What follows belongs to an exercise in optimizing a design on an open flow for small area; a production flow would make more cautious choices. Function was checked by simulation only, so behaviour that the tests miss may differ from the original.

$ cat design/flow/design.v
`timescale 1ps / 1ps
module sqrt
#(
    parameter integer D_W = 32
)
(
    input  wire                clk,
    input  wire                rst,
    input  wire                enable,
    input  wire                in_valid,
    input  wire [D_W-1:0]      qin,
    output wire                out_valid,
    output wire [(D_W>>1)-1:0] qout
);
reg [5:0] v;
always @(posedge clk) begin
    if (rst) v <= 6'd0;
    else if (enable) v <= {v[4:0], in_valid};
end
assign out_valid = v[5];
wire [1:0] rp0 = qin[31:30];
wire [1:0] m0 = 2'b01;
wire [2:0] t0;
assign t0 = {1'b0, rp0} - {1'b0, m0};
wire ge0 = ~t0[2];
wire [1:0] d0 = t0[1:0];
wire [1:0] rn0 = ge0 ? d0[1:0] : rp0[1:0];
wire [0:0] qn0 = ge0;
wire [29:0] xn0 = qin[29:0];
wire [3:0] rp1 = {rn0, xn0[29:28]};
wire [3:0] m1 = {1'd0, qn0, 2'b01};
wire [4:0] t1;
assign t1 = {1'b0, rp1} - {1'b0, m1};
wire ge1 = ~t1[4];
wire [3:0] d1 = t1[3:0];
wire [2:0] rn1 = ge1 ? d1[2:0] : rp1[2:0];
wire [1:0] qn1 = {qn0, ge1};
wire [27:0] xn1 = xn0[27:0];
wire [4:0] rp2 = {rn1, xn1[27:26]};
wire [4:0] m2 = {1'd0, qn1, 2'b01};
wire [5:0] t2;
assign t2 = {1'b0, rp2} - {1'b0, m2};
wire ge2 = ~t2[5];
wire [4:0] d2 = t2[4:0];
wire [3:0] rn2 = ge2 ? d2[3:0] : rp2[3:0];
wire [2:0] qn2 = {qn1, ge2};
wire [25:0] xn2 = xn1[25:0];
wire [5:0] rp3 = {rn2, xn2[25:24]};
wire [5:0] m3 = {1'd0, qn2, 2'b01};
wire [6:0] t3;
assign t3 = {1'b0, rp3} - {1'b0, m3};
wire ge3 = ~t3[6];
wire [5:0] d3 = t3[5:0];
wire [4:0] rn3 = ge3 ? d3[4:0] : rp3[4:0];
wire [3:0] qn3 = {qn2, ge3};
wire [23:0] xn3 = xn2[23:0];
reg [3:0] q_s0;
reg [4:0] r_s0;
reg [23:0] x_s0;
always @(posedge clk) begin
    if (enable) begin
        q_s0 <= qn3;
        r_s0 <= rn3;
        x_s0 <= xn3;
    end
end
wire [6:0] rp4 = {r_s0, x_s0[23:22]};
wire [6:0] m4 = {1'd0, q_s0, 2'b01};
wire [7:0] t4;
assign t4 = {1'b0, rp4} - {1'b0, m4};
wire ge4 = ~t4[7];
wire [6:0] d4 = t4[6:0];
wire [5:0] rn4 = ge4 ? d4[5:0] : rp4[5:0];
wire [4:0] qn4 = {q_s0, ge4};
wire [21:0] xn4 = x_s0[21:0];
wire [7:0] rp5 = {rn4, xn4[21:20]};
wire [7:0] m5 = {1'd0, qn4, 2'b01};
wire [8:0] t5;
assign t5 = {1'b0, rp5} - {1'b0, m5};
wire ge5 = ~t5[8];
wire [7:0] d5 = t5[7:0];
wire [6:0] rn5 = ge5 ? d5[6:0] : rp5[6:0];
wire [5:0] qn5 = {qn4, ge5};
wire [19:0] xn5 = xn4[19:0];
wire [8:0] rp6 = {rn5, xn5[19:18]};
wire [8:0] m6 = {1'd0, qn5, 2'b01};
wire [9:0] t6;
assign t6 = {1'b0, rp6} - {1'b0, m6};
wire ge6 = ~t6[9];
wire [8:0] d6 = t6[8:0];
wire [7:0] rn6 = ge6 ? d6[7:0] : rp6[7:0];
wire [6:0] qn6 = {qn5, ge6};
wire [17:0] xn6 = xn5[17:0];
reg [6:0] q_s1;
reg [7:0] r_s1;
reg [17:0] x_s1;
always @(posedge clk) begin
    if (enable) begin
        q_s1 <= qn6;
        r_s1 <= rn6;
        x_s1 <= xn6;
    end
end
wire [9:0] rp7 = {r_s1, x_s1[17:16]};
wire [9:0] m7 = {1'd0, q_s1, 2'b01};
wire [10:0] t7;
assign t7 = {1'b0, rp7} - {1'b0, m7};
wire ge7 = ~t7[10];
wire [9:0] d7 = t7[9:0];
wire [8:0] rn7 = ge7 ? d7[8:0] : rp7[8:0];
wire [7:0] qn7 = {q_s1, ge7};
wire [15:0] xn7 = x_s1[15:0];
wire [10:0] rp8 = {rn7, xn7[15:14]};
wire [10:0] m8 = {1'd0, qn7, 2'b01};
wire [11:0] t8;
assign t8 = {1'b0, rp8} - {1'b0, m8};
wire ge8 = ~t8[11];
wire [10:0] d8 = t8[10:0];
wire [9:0] rn8 = ge8 ? d8[9:0] : rp8[9:0];
wire [8:0] qn8 = {qn7, ge8};
wire [13:0] xn8 = xn7[13:0];
reg [8:0] q_s2;
reg [9:0] r_s2;
reg [13:0] x_s2;
always @(posedge clk) begin
    if (enable) begin
        q_s2 <= qn8;
        r_s2 <= rn8;
        x_s2 <= xn8;
    end
end
wire [11:0] rp9 = {r_s2, x_s2[13:12]};
wire [11:0] m9 = {1'd0, q_s2, 2'b01};
wire [12:0] t9;
assign t9 = {1'b0, rp9} - {1'b0, m9};
wire ge9 = ~t9[12];
wire [11:0] d9 = t9[11:0];
wire [10:0] rn9 = ge9 ? d9[10:0] : rp9[10:0];
wire [9:0] qn9 = {q_s2, ge9};
wire [11:0] xn9 = x_s2[11:0];
wire [12:0] rp10 = {rn9, xn9[11:10]};
wire [12:0] m10 = {1'd0, qn9, 2'b01};
wire [13:0] t10;
assign t10 = {1'b0, rp10} - {1'b0, m10};
wire ge10 = ~t10[13];
wire [12:0] d10 = t10[12:0];
wire [11:0] rn10 = ge10 ? d10[11:0] : rp10[11:0];
wire [10:0] qn10 = {qn9, ge10};
wire [9:0] xn10 = xn9[9:0];
reg [10:0] q_s3;
reg [11:0] r_s3;
reg [9:0] x_s3;
always @(posedge clk) begin
    if (enable) begin
        q_s3 <= qn10;
        r_s3 <= rn10;
        x_s3 <= xn10;
    end
end
wire [13:0] rp11 = {r_s3, x_s3[9:8]};
wire [13:0] m11 = {1'd0, q_s3, 2'b01};
wire [14:0] t11;
assign t11 = {1'b0, rp11} - {1'b0, m11};
wire ge11 = ~t11[14];
wire [13:0] d11 = t11[13:0];
wire [12:0] rn11 = ge11 ? d11[12:0] : rp11[12:0];
wire [11:0] qn11 = {q_s3, ge11};
wire [7:0] xn11 = x_s3[7:0];
wire [14:0] rp12 = {rn11, xn11[7:6]};
wire [14:0] m12 = {1'd0, qn11, 2'b01};
wire [15:0] t12;
assign t12 = {1'b0, rp12} - {1'b0, m12};
wire ge12 = ~t12[15];
wire [14:0] d12 = t12[14:0];
wire [13:0] rn12 = ge12 ? d12[13:0] : rp12[13:0];
wire [12:0] qn12 = {qn11, ge12};
wire [5:0] xn12 = xn11[5:0];
reg [12:0] q_s4;
reg [13:0] r_s4;
reg [5:0] x_s4;
always @(posedge clk) begin
    if (enable) begin
        q_s4 <= qn12;
        r_s4 <= rn12;
        x_s4 <= xn12;
    end
end
wire [15:0] rp13 = {r_s4, x_s4[5:4]};
wire [15:0] m13 = {1'd0, q_s4, 2'b01};
wire [16:0] t13;
assign t13 = {1'b0, rp13} - {1'b0, m13};
wire ge13 = ~t13[16];
wire [15:0] d13 = t13[15:0];
wire [14:0] rn13 = ge13 ? d13[14:0] : rp13[14:0];
wire [13:0] qn13 = {q_s4, ge13};
wire [3:0] xn13 = x_s4[3:0];
wire [16:0] rp14 = {rn13, xn13[3:2]};
wire [16:0] m14 = {1'd0, qn13, 2'b01};
wire [17:0] t14;
assign t14 = {1'b0, rp14} - {1'b0, m14};
wire ge14 = ~t14[17];
wire [16:0] d14 = t14[16:0];
wire [15:0] rn14 = ge14 ? d14[15:0] : rp14[15:0];
wire [14:0] qn14 = {qn13, ge14};
wire [1:0] xn14 = xn13[1:0];
reg [14:0] q_s5;
reg [15:0] r_s5;
reg [1:0] x_s5;
always @(posedge clk) begin
    if (enable) begin
        q_s5 <= qn14;
        r_s5 <= rn14;
        x_s5 <= xn14;
    end
end
wire [17:0] rp15 = {r_s5, x_s5[1:0]};
wire [17:0] m15 = {1'd0, q_s5, 2'b01};
wire [18:0] t15;
assign t15 = {1'b0, rp15} - {1'b0, m15};
wire ge15 = ~t15[18];
wire [17:0] d15 = t15[17:0];
wire [15:0] qn15 = {q_s5, ge15};
assign qout = qn15;
endmodule
$ cat design/flow/run.sh
#!/bin/bash
# synth_recipe.tcl (not shown) runs the flow's synth.tcl, then flattens the netlist and writes it again
# the make line also repeats each setting of config.mk as NAME=value (left out here)
make -C /OpenROAD-flow-scripts/flow DESIGN_CONFIG=/design/flow/config.mk WORK_HOME=/design/flow/orfs CLKGATE_MAP_FILE= SYNTH_SCRIPT=/design/flow/synth_recipe.tcl finish
$ cat design/flow/config.mk
export PLATFORM = sky130hd
export DESIGN_NAME = sqrt
export DESIGN_NICKNAME = sqrt
export VERILOG_FILES = /design/flow/design.v
export SDC_FILE = /design/flow/constraint.sdc
export NUM_CORES = 4
export LEC_CHECK = 0
export CAP_MARGIN = 20
export CORE_MARGIN = 2
export CORE_UTILIZATION = 40
export CTS_BUF_LIST = sky130_fd_sc_hd__clkbuf_4
export SLEW_MARGIN = 20
$ cat design/flow/constraint.sdc
create_clock -name core_clock -period 5.0 [get_ports {clk}]
set_input_delay 1.0000 -clock core_clock [delete_from_list [all_inputs] [get_ports {clk}]]
set_output_delay 1.0000 -clock core_clock [all_outputs]
set_load 0.01 [all_outputs]
==> flow_summary.json, run 1 <==
{
  "avgSynthCellArea_um2": 10.5,
  "end_kind": "flip-flop",
  "cp.required_ns": 5.47,
  "skew_ns": 0.0608,
  "yosysUniqueCellTypes": 88,
  "synth-seq-cells": 204,
  "detail_route.vias_per_cell": 5.16,
  "die-area_um2": 35100,
  "setup-tns-final_ns": 0,
  "gp_congestion": 0.896,
  "synth_compound_area_frac": 0.168,
  "fill_cells": 3164,
  "drtIter0Drc": 478,
  "grt.total_usage": 0.163,
  "die_h_um": 187,
  "layout_commonest_cell": "edfxtp_1",
  "place_ws_ns": -0.0202,
  "port_buffers": 52,
  "routed_wl_um": 28200,
  "holdCritPathClass": "reg2reg",
  "status": "finished clean",
  "dp_hpwl_um": 21600,
  "drv_cap": 0,
  "antenna_found_initial": 2,
  "syn-num-nets": 1443,
  "place_inst": 1774,
  "holdCritStartpoint": "x_s0[1]",
  "hold_depth": 0,
  "crit_arrival_ns": 5.20,
  "cts_made_buffers": 55,
  "synth-simple-area-share": 0.118,
  "whs_endpoint": "x_s1[1]",
  "grt_max_degree": 122,
  "syn_inst": 1275,
  "rrSetupSlack_ns": 0.27,
  "layout_common_cells": "edfxtp_1 (198), ha_1 (130), inv_1 (123), nor2_1 (99), a21oi_1 (93)",
  "post_drt_wl_per_cell_um": 15.0,
  "clkLatencyLatePin_ns": 0.75,
  "dpl_cell_area_um2": 14600,
  "clk_path_buf_depth": 3,
  "cp-start-kind": "flip-flop",
  "setup_viol": 0,
  "core_um2": 33300,
  "max_freq_ghz": 0.211,
  "syn_area_um2": 13400,
  "die_x_um": 187,
  "drc": 0,
  "clk_pin_slew_ns": 0.07,
  "clock_tree.root_cell": "clkbuf_4",
  "area_delta_synth_final_pct": 14.4,
  "regArea_um2": 6070,
  "postCtsHoldBufs": 0,
  "fin_ws_ns": 0.267,
  "fin_crit_ns": 4.73,
  "dr.pass1.iters": 5,
  "grt_pass1_wl_um": 46300,
  "synthMuxAreaShare": 0.0365,
  "num_vias": 9686,
  "maxSlewHeadroom": 0.358,
  "rows": 67,
  "io_pins": 53,
  "rr_endpoint": "r_s1[6]",
  "synth_top_family_by_area": "compound AO/OA/AOI/OAI gates",
  "worst_r2r_path_depth": 19,
  "cts.sinks": 204,
  "multi_input_area_um2": 6820,
  "synthXorXnorAreaFrac": 0.0580,
  "final_antenna_net_count": 0,
  "path_max_fanout": 9,
  "overflow": 0,
  "cts_tree": "yes",
  "drive_gt1_frac": 0.128,
  "fin_util": 0.462,
  "path_class": "reg2reg",
  "initial_utilization": 0.404,
  "tightest_slew_ns": 0.963,
  "grt_pass1_vias": 9682,
  "cts.htree.levels": 2,
  "fin_nets": 1552,
  "r2r_start": "q_s0[0]",
  "synthAdderAreaFrac": 0.123,
  "yosysSeqAreaShare": 0.451,
  "slew_violations": 0,
  "yosysWarnings": 1,
  "min_period_over_period": 0.947,
  "hold_viol_final": 0,
  "fin_area_um2": 15400,
  "synth-edff-count": 198,
  "synth_ff_type": "edfxtp_1",
  "final_cells": 1877,
  "synthArstFlopShare": 0
}
-- area by class of cell --
cell class	count	area share
antenna	3	0.000488
tap	448	0.0365
timing repair buffer	73	0.0452
clock buffer	80	0.0391
multi-input combinational	923	0.444
inverter	127	0.0320
clock inverter	19	0.00863
sequential	204	0.395
-- Yosys cell counts, types with 10 or more instances --
| cell type | n | share of area |
|---|---|---|
| edfxtp_1 | 198 | 0.44 |
| ha_1 | 132 | 0.12 |
| inv_1 | 123 | 0.034 |
| nor2_1 | 99 | 0.028 |
| a21oi_1 | 94 | 0.035 |
| nand2_1 | 76 | 0.021 |
| o21ai_0 | 66 | 0.025 |
| xnor2_1 | 55 | 0.036 |
| xor2_1 | 34 | 0.022 |
| nor3_1 | 32 | 0.012 |
| nand3_1 | 25 | 0.0093 |
| o21a_1 | 23 | 0.013 |
| nand2b_1 | 21 | 0.0098 |
| a31oi_1 | 20 | 0.0093 |
| a21o_1 | 18 | 0.010 |
| mux2_4 | 15 | 0.017 |
| mux2i_1 | 13 | 0.0097 |
| o31ai_1 | 13 | 0.0073 |
| nor2b_1 | 12 | 0.0056 |
| and3_1 | 11 | 0.0051 |
| mux2_2 | 11 | 0.0092 |
| clkbuf_1 | 10 | 0.0028 |
-- state kept, by name, indices dropped and copies added, names as in the netlist, 7 cells and up --
signal / flops
q_s5: 15
r_s5: 16
r_s4: 14
r_s3: 12
q_s4: 13
r_s1: 8
x_s0: 24
r_s2: 10
x_s1: 18
q_s1: 7
x_s3: 10
q_s3: 11
x_s2: 14
q_s2: 9
-- routing by layer --
| metal | share of wire | wire length [µm] | global-route usage |
|---|---|---|---|
| met1 | 0.44 | 12500 | 0.191 |
| met2 | 0.50 | 14000 | 0.293 |
| met3 | 0.037 | 1040 | 0.0362 |
| met4 | 0.022 | 629 | 0.0546 |
| met5 | 0 | 0 | 0 |
-- worst max path at each step --
| stage | from | to | cells past startpoint |
|---|---|---|---|
| floorplan | q_s0[0] | r_s1[3] | 22 |
| global placement | q_s0[0] | r_s1[6] | 19 |
| detailed placement | q_s0[0] | r_s1[4] | 19 |
| CTS | q_s0[0] | r_s1[6] | 19 |
| global route | q_s0[2] | r_s1[6] | 19 |
| finish | q_s0[0] | r_s1[6] | 19 |
-- worst max-delay path: stages, from the launching register on --
cell	delay, ns
edfxtp_1	0.39
inv_1	0.17
ha_2	0.34
o21ai_2	0.20
o21ai_2	0.11
nand2_2	0.18
o21ai_0	0.16
ha_1	0.40
nand2_1	0.07
a211o_1	0.29
a31oi_1	0.25
or2_4	0.20
nand2_1	0.08
xor2_2	0.16
ha_2	0.39
nand3_1	0.08
a211o_1	0.26
a31o_1	0.26
nand2_4	0.13
mux2_2	0.35
-- cell families (layout without fill, tap and decap cells) --
| kind of cell | count (synthesis) | count (layout) |
|---|---|---|
| buffers and inverters | 148 | 299 |
| DFF | 204 | 204 |
| and+or+nand+nor | 328 | 328 |
| muxes | 40 | 40 |
| other | 0 | 3 |
| adders and majority gates | 132 | 132 |
| AOI/OAI and AO/OA | 334 | 334 |
| xor gates and xnor gates | 89 | 89 |
-- metrics by stage --
stage | hold WS, ns
finish | 0.407
global route | 0.420
CTS | 0.407
detailed placement | 0.405
global placement | 0.401
floorplan | 0.400
-- what timing repair did --
action | CTS | global route
buffers inserted | 0 | 1
pin swaps | 0 | 2
gates resized for setup | 1 | 11
setup endpoints to repair | 4 | 10
==> run 2: changes to the inputs <==
--- a/design/flow/config.mk
+++ b/design/flow/config.mk
@@ -6,4 +6,5 @@
 export NUM_CORES = 4
 export LEC_CHECK = 0
+export ABC_AREA = 1
 export CAP_MARGIN = 20
 export CORE_MARGIN = 2
==> flow_summary.json, run 2 <==
{
  "status": "finished clean",
  "synth-seq-cells": 204,
  "num_vias": 10400,
  "synthArstFlopShare": 0,
  "syn-num-nets": 1685,
  "dr.pass1.iters": 5,
  "port_buffers": 52,
  "postCtsHoldBufs": 0,
  "synth.top_cell.area_share": 0.438,
  "die-area_um2": 35500,
  "tightest_slew_ns": 0.903,
  "gp_congestion": 0.884,
  "core_um2": 33500,
  "grt_util_met2": 0.288,
  "initial_utilization": 0.405,
  "top_register": "x_s0",
  "clk_path_buf_depth": 3,
  "fin_nets": 1789,
  "busiest_layer": "met2",
  "clkLatencyLatePin_ns": 0.76,
  "setup_viol": 0,
  "slowest_delay_ns": 0.45,
  "layout_commonest_cell": "nand2_1",
  "grt_pass1_wl_um": 48400,
  "holdCritPathClass": "reg2reg",
  "grt_pass1_vias": 10100,
  "dpl_cell_area_um2": 14600,
  "cts_made_buffers": 56,
  "syn_inst": 1517,
  "maxSlewHeadroom": 0.398,
  "yosysUniqueCellTypes": 50,
  "yosysWarnings": 1,
  "cts.sinks": 204,
  "fin_area_um2": 15400,
  "hold_viol_final": 0,
  "max_freq_ghz": 0.221,
  "place_inst": 2011,
  "post_cts_resized": 0,
  "antenna_found_initial": 2,
  "path_max_fanout": 11,
  "min_period_over_period": 0.906,
  "post_drt_wl_per_cell_um": 13.8,
  "fin_util": 0.459,
  "drv_cap": 0,
  "synth_common_cells": "nand2_1 (358), edfxtp_1 (198), inv_1 (195)",
  "die_h_um": 188,
  "slew_violations": 0,
  "clock_tree.root_cell": "clkbuf_4",
  "skew_ns": 0.0662,
  "layout_common_cells": "nand2_1 (358), edfxtp_1 (198), inv_1 (195), ha_1 (132), a21oi_1 (104)",
  "yosysMostFrequentCell": "nand2_1",
  "fill_cells": 3303,
  "cpMostUsedCell": "nand2_1",
  "grtUsageMet1": 0.211,
  "fin_crit_ns": 4.53,
  "area_delta_synth_final_pct": 13.2,
  "synth-edff-count": 198,
  "synth_ff_type": "edfxtp_1",
  "end_kind": "flip-flop",
  "cp.required_ns": 5.47,
  "largest_reg_flops": 24,
  "syn_area_um2": 13600,
  "drive_gt1_frac": 0.111,
  "synth.largest_area_cell": "edfxtp_1",
  "critical_path.slowest_cell": "and3_1",
  "dp_hpwl_um": 22800,
  "largestRegisters": "x_s0 x24, x_s1 x18, r_s5 x16",
  "met3_usage": 0.0374,
  "synth_area_leaders": "edfxtp_1 (44%), ha_1 (12%), nand2_1 (9.9%)",
  "io_pins": 53,
  "path_class": "reg2reg",
  "crit_arrival_ns": 5.00,
  "die_x_um": 188,
  "drc": 0,
  "clk_pin_slew_ns": 0.07,
  "cts_tree": "yes",
  "rows": 67,
  "rsz0062_at_grt": "no",
  "final_antenna_net_count": 0,
  "routed_wl_um": 29200,
  "drtIter0Drc": 543,
  "setup-tns-final_ns": 0,
  "overflow": 0,
  "grt_max_degree": 116,
  "yosysSeqAreaShare": 0.446,
  "grt.total_usage": 0.168,
  "postCtsSetupBuffers": 0,
  "final_cells": 2117,
  "avgSynthCellArea_um2": 8.96,
  "cp-start-kind": "flip-flop",
  "cts.htree.levels": 2,
  "detail_route.vias_per_cell": 4.93
}
[run 2: cell count changes in the layout (fill, tap and decap cells not counted), moves of 25 or more]
cell,previous run,this run
xnor2_1,55,30
nand2_1,75,358
nand3_1,25,77
o21ai_0,66,95
inv_1,123,195
nand2_2,3,28
[run 2: worst paths after layout]
kind / end / cells after the start / startpoint / slack (ns)
min reg2reg: x_s3[4] / 0 / x_s2[4] / 0.39
max: r_s1[6] / 28 / q_s0[1] / 0.47
min: x_s3[4] / 0 / x_s2[4] / 0.39
max reg2reg: r_s1[6] / 28 / q_s0[1] / 0.47
[run 2: kinds of logic after synthesis]
group / count (synthesis) / share of synthesized area
AND/OR/NAND/NOR: 617 / 0.204
AO/OA/AOI/OAI: 273 / 0.115
buffers and inverters: 220 / 0.0666
flip-flops: 204 / 0.446
adder cells (fa/ha/maj): 132 / 0.122
XOR/XNOR: 71 / 0.0463
[run 2: worst max-delay path: cells and delay by family (launching register included)]
kind | cells | cell delay (ns)
and+or+nand+nor | 14 | 1.62
adders and majority gates | 3 | 1.01
AOI/OAI and AO/OA | 5 | 0.84
buffers and inverters | 6 | 0.47
DFF | 1 | 0.36
[run 2: layout make-up]
| type | instances | area [µm²] | share of cell area |
|---|---|---|---|
| well taps | 448 | 561 | 0.0364 |
| flip-flops and latches | 204 | 6070 | 0.394 |
| repair buffers | 61 | 592 | 0.0385 |
| inverters | 205 | 785 | 0.0510 |
| clock inverters | 14 | 85.1 | 0.00553 |
| multi-input cells | 1093 | 6620 | 0.430 |
| diodes | 2 | 5.00 | 0.000325 |
| clock buffers | 90 | 676 | 0.0439 |
[run 2: metal layers]
| layer | share of wire | vias up |
|---|---|---|
| met5 | 0 | - |
| met4 | 0.022 | 0 |
| met3 | 0.043 | 44 |
| met2 | 0.49 | 173 |
| met1 | 0.44 | 4783 |
| li1 | - | 5436 |
[run 2: metrics by stage]
stage | hold slack [ns] | worst slack [ns]
floorplan | 0.400 | 1.16
global placement | 0.401 | 0.401
detailed placement | 0.405 | 0.307
CTS | 0.412 | 0.475
global route | 0.419 | 0.0707
finish | 0.394 | 0.469
==> run 3: changes to the inputs <==
--- a/design/flow/config.mk
+++ b/design/flow/config.mk
@@ -6,8 +6,7 @@
 export NUM_CORES = 4
 export LEC_CHECK = 0
-export ABC_AREA = 1
 export CAP_MARGIN = 20
 export CORE_MARGIN = 2
 export CORE_UTILIZATION = 40
-export CTS_BUF_LIST = sky130_fd_sc_hd__clkbuf_4
+export GPL_TIMING_DRIVEN = 0
 export SLEW_MARGIN = 20
==> flow_summary.json, run 3 <==
{
  "status": "finished clean",
  "dr.pass1.iters": 5,
  "cts_made_buffers": 24,
  "syn_inst": 1275,
  "clkLatencyLatePin_ns": 0.52,
  "drtIter0Drc": 517,
  "cp-start-kind": "flip-flop",
  "avgSynthCellArea_um2": 10.5,
  "die_x_um": 187,
  "syn_area_um2": 13400,
  "drc": 0,
  "cts.sinks": 204,
  "clk_path_buf_depth": 3,
  "fin_crit_ns": 4.79,
  "cts.htree.levels": 1,
  "skew_ns": 0.0117,
  "place_ws_ns": -0.570,
  "synth_common_cells": "edfxtp_1 (198), ha_1 (132), inv_1 (123)",
  "hold_depth": 0,
  "cp_cell_sequence": "inv_1, ha_1, a21o_1, or3_1, o21a_2, a21o_4, inv_2, clkbuf_1, nor2_1, nor2_1, ha_1, nor2_1, nor2_1, o2111ai_1, a31oi_4, o211ai_4, and2_4, buf_6, inv_8, mux2_4",
  "hold_viol_final": 0,
  "synth-seq-cells": 204,
  "largest_reg_flops": 24,
  "maxSlewHeadroom": 0.511,
  "end_kind": "flip-flop",
  "min_period_over_period": 0.958,
  "post_drt_wl_per_cell_um": 15.4,
  "die_h_um": 187,
  "synth.largest_area_cell": "edfxtp_1",
  "n_antenna_cell": 0,
  "crit_arrival_ns": 5.05,
  "routed_wl_um": 28200,
  "slowest_delay_ns": 0.43,
  "synth.top_cell.area_share": 0.442,
  "setup_viol": 0,
  "dp_hpwl_um": 21600,
  "regArea_um2": 6070,
  "antenna_found_initial": 0,
  "final_antenna_net_count": 0,
  "multi_input_area_um2": 6960,
  "area_delta_synth_final_pct": 16.4,
  "rows": 67,
  "synth-edff-count": 198,
  "fill_cells": 3098,
  "synth_area_leaders": "edfxtp_1 (44%), ha_1 (12%), xnor2_1 (3.6%)",
  "grt_pass1_wl_um": 46200,
  "layout_commonest_cell": "edfxtp_1",
  "overflow": 0,
  "core_um2": 33300,
  "top_register": "x_s0",
  "fin_util": 0.470,
  "synthArstFlopShare": 0,
  "grt.total_usage": 0.160,
  "num_vias": 9575,
  "clk_pin_slew_ns": 0.06,
  "fin_ws_ns": 0.212,
  "tightest_slew_ns": 0.734,
  "cts_tree": "yes",
  "largestRegisters": "x_s0 x24, x_s1 x18, r_s5 x16",
  "initial_utilization": 0.404,
  "crit_buf_inv": 5,
  "postCtsHoldBufs": 0,
  "layout_common_cells": "edfxtp_1 (198), ha_1 (123), inv_1 (119), nor2_1 (99), a21oi_1 (88)",
  "cpMostUsedCell": "nor2_1",
  "syn-num-nets": 1443,
  "yosysSeqAreaShare": 0.451,
  "io_pins": 53,
  "yosysUniqueCellTypes": 88,
  "critical_path.slowest_cell": "edfxtp_1",
  "yosysWarnings": 1,
  "fin_nets": 1535,
  "max_freq_ghz": 0.209,
  "die-area_um2": 35100,
  "gp_congestion": 0.884,
  "holdCritPathClass": "reg2reg",
  "cp.depth": 20,
  "whs_ns": 0.417,
  "cp.required_ns": 5.26,
  "crit_family": "compound AO/OA/AOI/OAI gates",
  "path_class": "reg2reg",
  "port_buffers": 52,
  "yosysMostFrequentCell": "edfxtp_1",
  "synth_ff_type": "edfxtp_1",
  "drive_gt1_frac": 0.116,
  "path_max_fanout": 10,
  "drv_cap": 0,
  "grt_pass1_vias": 9525,
  "worst_r2r_path_depth": 20,
  "clock_tree.root_cell": "clkbuf_16",
  "grt_max_degree": 105,
  "detail_route.vias_per_cell": 5.23,
  "slew_violations": 0
}
## run 3: per-layer routing
metal	vias up	share of wire	global-route usage
li1	4899	-	-
met1	4488	0.44	0.195
met2	146	0.50	0.290
met3	42	0.028	0.0193
met4	0	0.027	0.0549
met5	-	0	0
## run 3: final timing paths
check,endpoint,start,slack [ns]
hold / removal,x_s3[4],x_s2[4],0.42
hold reg to reg,x_s3[4],x_s2[4],0.42
setup reg to reg,r_s5[10],q_s4[3],0.21
setup / recovery,r_s5[10],q_s4[3],0.21
## run 3: repair_timing
item,4_1_cts,5_1_grt
pin swaps,6,12
setup endpoints to repair,28,52
resized for setup,24,36
setup buffers,4,13
## run 3: metrics by stage
step           area (µm²)  cells  TNS [ns]
2_1_floorplan       13400   1275         0
3_3_place_gp        14500   1775   -705.96
3_5_place_dp        14600   1776     -7.14
4_1_cts             15400   1821         0
5_1_grt             15700   1832    -0.110
6_report            15700   1832         0
## run 3: cell type report
type / instances / share of cell area
clock buffer: 30 / 0.0412
clock inverter: 13 / 0.00767
tap: 448 / 0.0358
sequential: 204 / 0.388
buffer: 17 / 0.00783
multi-input combinational: 923 / 0.445
inverter: 127 / 0.0317
timing repair buffer: 70 / 0.0435
## run 3: kinds of logic after synthesis
| logic type | count (synthesis) | share of synthesized area |
|---|---|---|
| compound gates | 334 | 0.168 |
| xor+xnor | 89 | 0.0580 |
| fa+ha+maj | 132 | 0.123 |
| buf+inv | 148 | 0.0447 |
| flops | 204 | 0.451 |
| mux | 40 | 0.0365 |
| simple gates | 328 | 0.118 |
## run 3: worst register-to-register path: stages, from the launching register on
cell and delay, ns:
edfxtp_1 0.43, inv_1 0.13, ha_1 0.28, a21o_1 0.20, or3_1 0.34, o21a_2 0.25
a21o_4 0.24, inv_2 0.08, clkbuf_1 0.39, nor2_1 0.10, nor2_1 0.20, ha_1 0.32
nor2_1 0.12, nor2_1 0.05, o2111ai_1 0.28, a31oi_4 0.09, o211ai_4 0.33, and2_4 0.20
buf_6 0.14, inv_8 0.07, mux2_4 0.30
==> run 4: changes to the inputs <==
--- a/design/flow/config.mk
+++ b/design/flow/config.mk
@@ -9,4 +9,3 @@
 export CORE_MARGIN = 2
 export CORE_UTILIZATION = 40
-export GPL_TIMING_DRIVEN = 0
 export SLEW_MARGIN = 20
==> flow_summary.json, run 4 <==
{
  "status": "finished clean",
  "die_h_um": 187,
  "regArea_um2": 6070,
  "cp.required_ns": 5.27,
  "largestRegisters": "x_s0 x24, x_s1 x18, r_s5 x16",
  "place_inst": 1774,
  "whs_endpoint": "x_s4[5]",
  "tightest_slew_ns": 0.979,
  "layout_commonest_cell": "edfxtp_1",
  "holdCritPathClass": "reg2reg",
  "die-area_um2": 35100,
  "maxSlewHeadroom": 0.347,
  "max_freq_ghz": 0.212,
  "initial_utilization": 0.404,
  "drv_cap": 0,
  "fin_nets": 1521,
  "hold_depth": 0,
  "grt_max_degree": 122,
  "multi_input_area_um2": 6820,
  "routed_wl_um": 27700,
  "die_x_um": 187,
  "synth.top_cell.area_share": 0.442,
  "path_class": "reg2reg",
  "yosysUniqueCellTypes": 88,
  "drtIter0Drc": 552,
  "final_cells": 1819,
  "antenna_found_initial": 0,
  "cts_tree": "yes",
  "yosysWarnings": 1,
  "layout_common_cells": "edfxtp_1 (198), ha_1 (130), inv_1 (123), nor2_1 (99), a21oi_1 (93)",
  "top_register": "x_s0",
  "yosysMostFrequentCell": "edfxtp_1",
  "gp_congestion": 0.896,
  "dp_hpwl_um": 21600,
  "grt_pass1_vias": 9434,
  "core_um2": 33300,
  "grt.total_usage": 0.157,
  "rrSetupSlack_ns": 0.29,
  "cts.htree.levels": 1,
  "yosysSeqAreaShare": 0.451,
  "fin_crit_ns": 4.71,
  "synth_area_leaders": "edfxtp_1 (44%), ha_1 (12%), xnor2_1 (3.6%)",
  "cts.sinks": 204,
  "rows": 67,
  "largest_reg_flops": 24,
  "hold_viol_final": 0,
  "dr.pass1.iters": 5,
  "clock_tree.root_cell": "clkbuf_16",
  "fin_area_um2": 15500,
  "synthArstFlopShare": 0,
  "cts_made_buffers": 24,
  "clkLatencyLatePin_ns": 0.52,
  "syn_inst": 1275,
  "post_drt_wl_per_cell_um": 15.2,
  "synth.largest_area_cell": "edfxtp_1",
  "slew_violations": 0,
  "end_kind": "flip-flop",
  "setup_viol": 0,
  "num_vias": 9506,
  "postCtsHoldBufs": 0,
  "grt_pass1_wl_um": 45700,
  "drive_gt1_frac": 0.101,
  "cp-start-kind": "flip-flop",
  "clk_pin_slew_ns": 0.06,
  "synth_ff_type": "edfxtp_1",
  "detail_route.vias_per_cell": 5.23,
  "syn-num-nets": 1443,
  "synth_common_cells": "edfxtp_1 (198), ha_1 (132), inv_1 (123)",
  "worst_r2r_path_depth": 19,
  "rr_endpoint": "r_s1[6]",
  "avgSynthCellArea_um2": 10.5,
  "holdCritStartpoint": "x_s3[5]",
  "n_antenna_cell": 0,
  "crit_arrival_ns": 4.98,
  "skew_ns": 0.0146,
  "overflow": 0,
  "io_pins": 53,
  "synth-seq-cells": 204,
  "synth-edff-count": 198,
  "drc": 0,
  "path_max_fanout": 9,
  "r2r_start": "q_s0[0]",
  "syn_area_um2": 13400,
  "clk_path_buf_depth": 3,
  "port_buffers": 52,
  "dpl_cell_area_um2": 14600,
  "final_antenna_net_count": 0,
  "min_period_over_period": 0.942,
  "area_delta_synth_final_pct": 15.5,
  "whs_ns": 0.415,
  "fill_cells": 3114
}
## run 4: final cells by class
type / count / area share
well taps: 448 / 0.0361
multi-input cells: 923 / 0.439
clock inverters: 19 / 0.0169
flip-flops and latches: 204 / 0.391
inverters: 127 / 0.0317
clock buffers: 25 / 0.0403
repair buffers: 73 / 0.0447
## run 4: logic make-up after synthesis
group / count (synthesis) / synth area share
AOI/OAI and AO/OA: 334 / 0.168
DFF: 204 / 0.451
adders and majority gates: 132 / 0.123
buffers and inverters: 148 / 0.0447
muxes: 40 / 0.0365
xor gates and xnor gates: 89 / 0.0580
and+or+nand+nor: 328 / 0.118
## run 4: how the worst max path moves through the flow
stage,from,end,slack (ns),depth (start not counted)
6_report,q_s0[0],r_s1[6],0.29,19
5_1_grt,q_s0[2],r_s1[4],-0.004,19
3_5_place_dp,q_s0[0],r_s1[4],-0.02,19
3_3_place_gp,q_s0[0],r_s1[6],0.1,19
2_1_floorplan,q_s0[0],r_s1[3],0.29,22
4_1_cts,q_s0[0],r_s1[6],0.01,19
## run 4: layer usage
metal / GRT usage / vias up / wire (µm)
met5: 0 / - / 0
met4: 0.0388 / 0 / 636
met3: 0.0182 / 38 / 774
met2: 0.291 / 127 / 13900
met1: 0.194 / 4475 / 12500
li1: - / 4866 / -
## run 4: per-stage QoR
stage               worst slack, ns  utilization  setup TNS (ns)
finish                        0.291        0.466               0
global route               -0.00449        0.466        -0.00604
CTS                         0.00995        0.465               0
detailed placement          -0.0202        0.438         -0.0449
global placement             0.0968        0.438               0
floorplan                     0.293            -               0
## run 4: worst max-delay path, stage by stage (launching register included)
cell and delay (ns):
edfxtp_1 0.39, inv_1 0.17, ha_2 0.34, o21ai_2 0.19, o21ai_2 0.11, nand2_2 0.17
o21ai_0 0.16, ha_1 0.40, nand2_1 0.07, a211o_1 0.29, a31oi_1 0.24, or2_4 0.20
nand2_1 0.08, xor2_2 0.16, ha_2 0.39, nand3_1 0.08, a211o_1 0.26, a31o_1 0.25
nand2_4 0.13, mux2_2 0.35
## run 4: what timing repair did
item,in CTS,in global routing
setup endpoints to repair,4,9
setup buffers,0,1
pin swaps,0,2
gates resized for setup,1,10

## what the ideal ports hide
No port has a modelled driver above. Below, the same layouts with a new extraction and two added sets of constraints. Step 1, drivers: a clkbuf_16 drives clk and a buf_2 each remaining input, both assumed. Step 2 times the ports against the registers' clock, not the clock port: input delays grow and output delays shrink by t, the midpoint of the rising clock arrivals with the driver on. Slacks: ideal ports / drivers / drivers and shift; pairs: ideal ports / drivers.
| run | shift t [ns] | setup WS [ns] | worst setup path after step 2 |
|---|---|---|---|
| run 1 | 0.760 | 0.267 / 0.267 / 0.223 | input to register |
| run 2 | 0.770 | 0.469 / 0.469 / 0.240 | input to register |
| run 3 | 0.563 | 0.212 / 0.212 / 0.035 | input to register |
| run 4 | 0.556 | 0.291 / 0.291 / 0.231 | input to register |
After both steps every run listed still meets setup and hold. The setup slack of run 2, which loses most, moves by 0.000 ns with the drivers and by -0.229 ns with both steps.
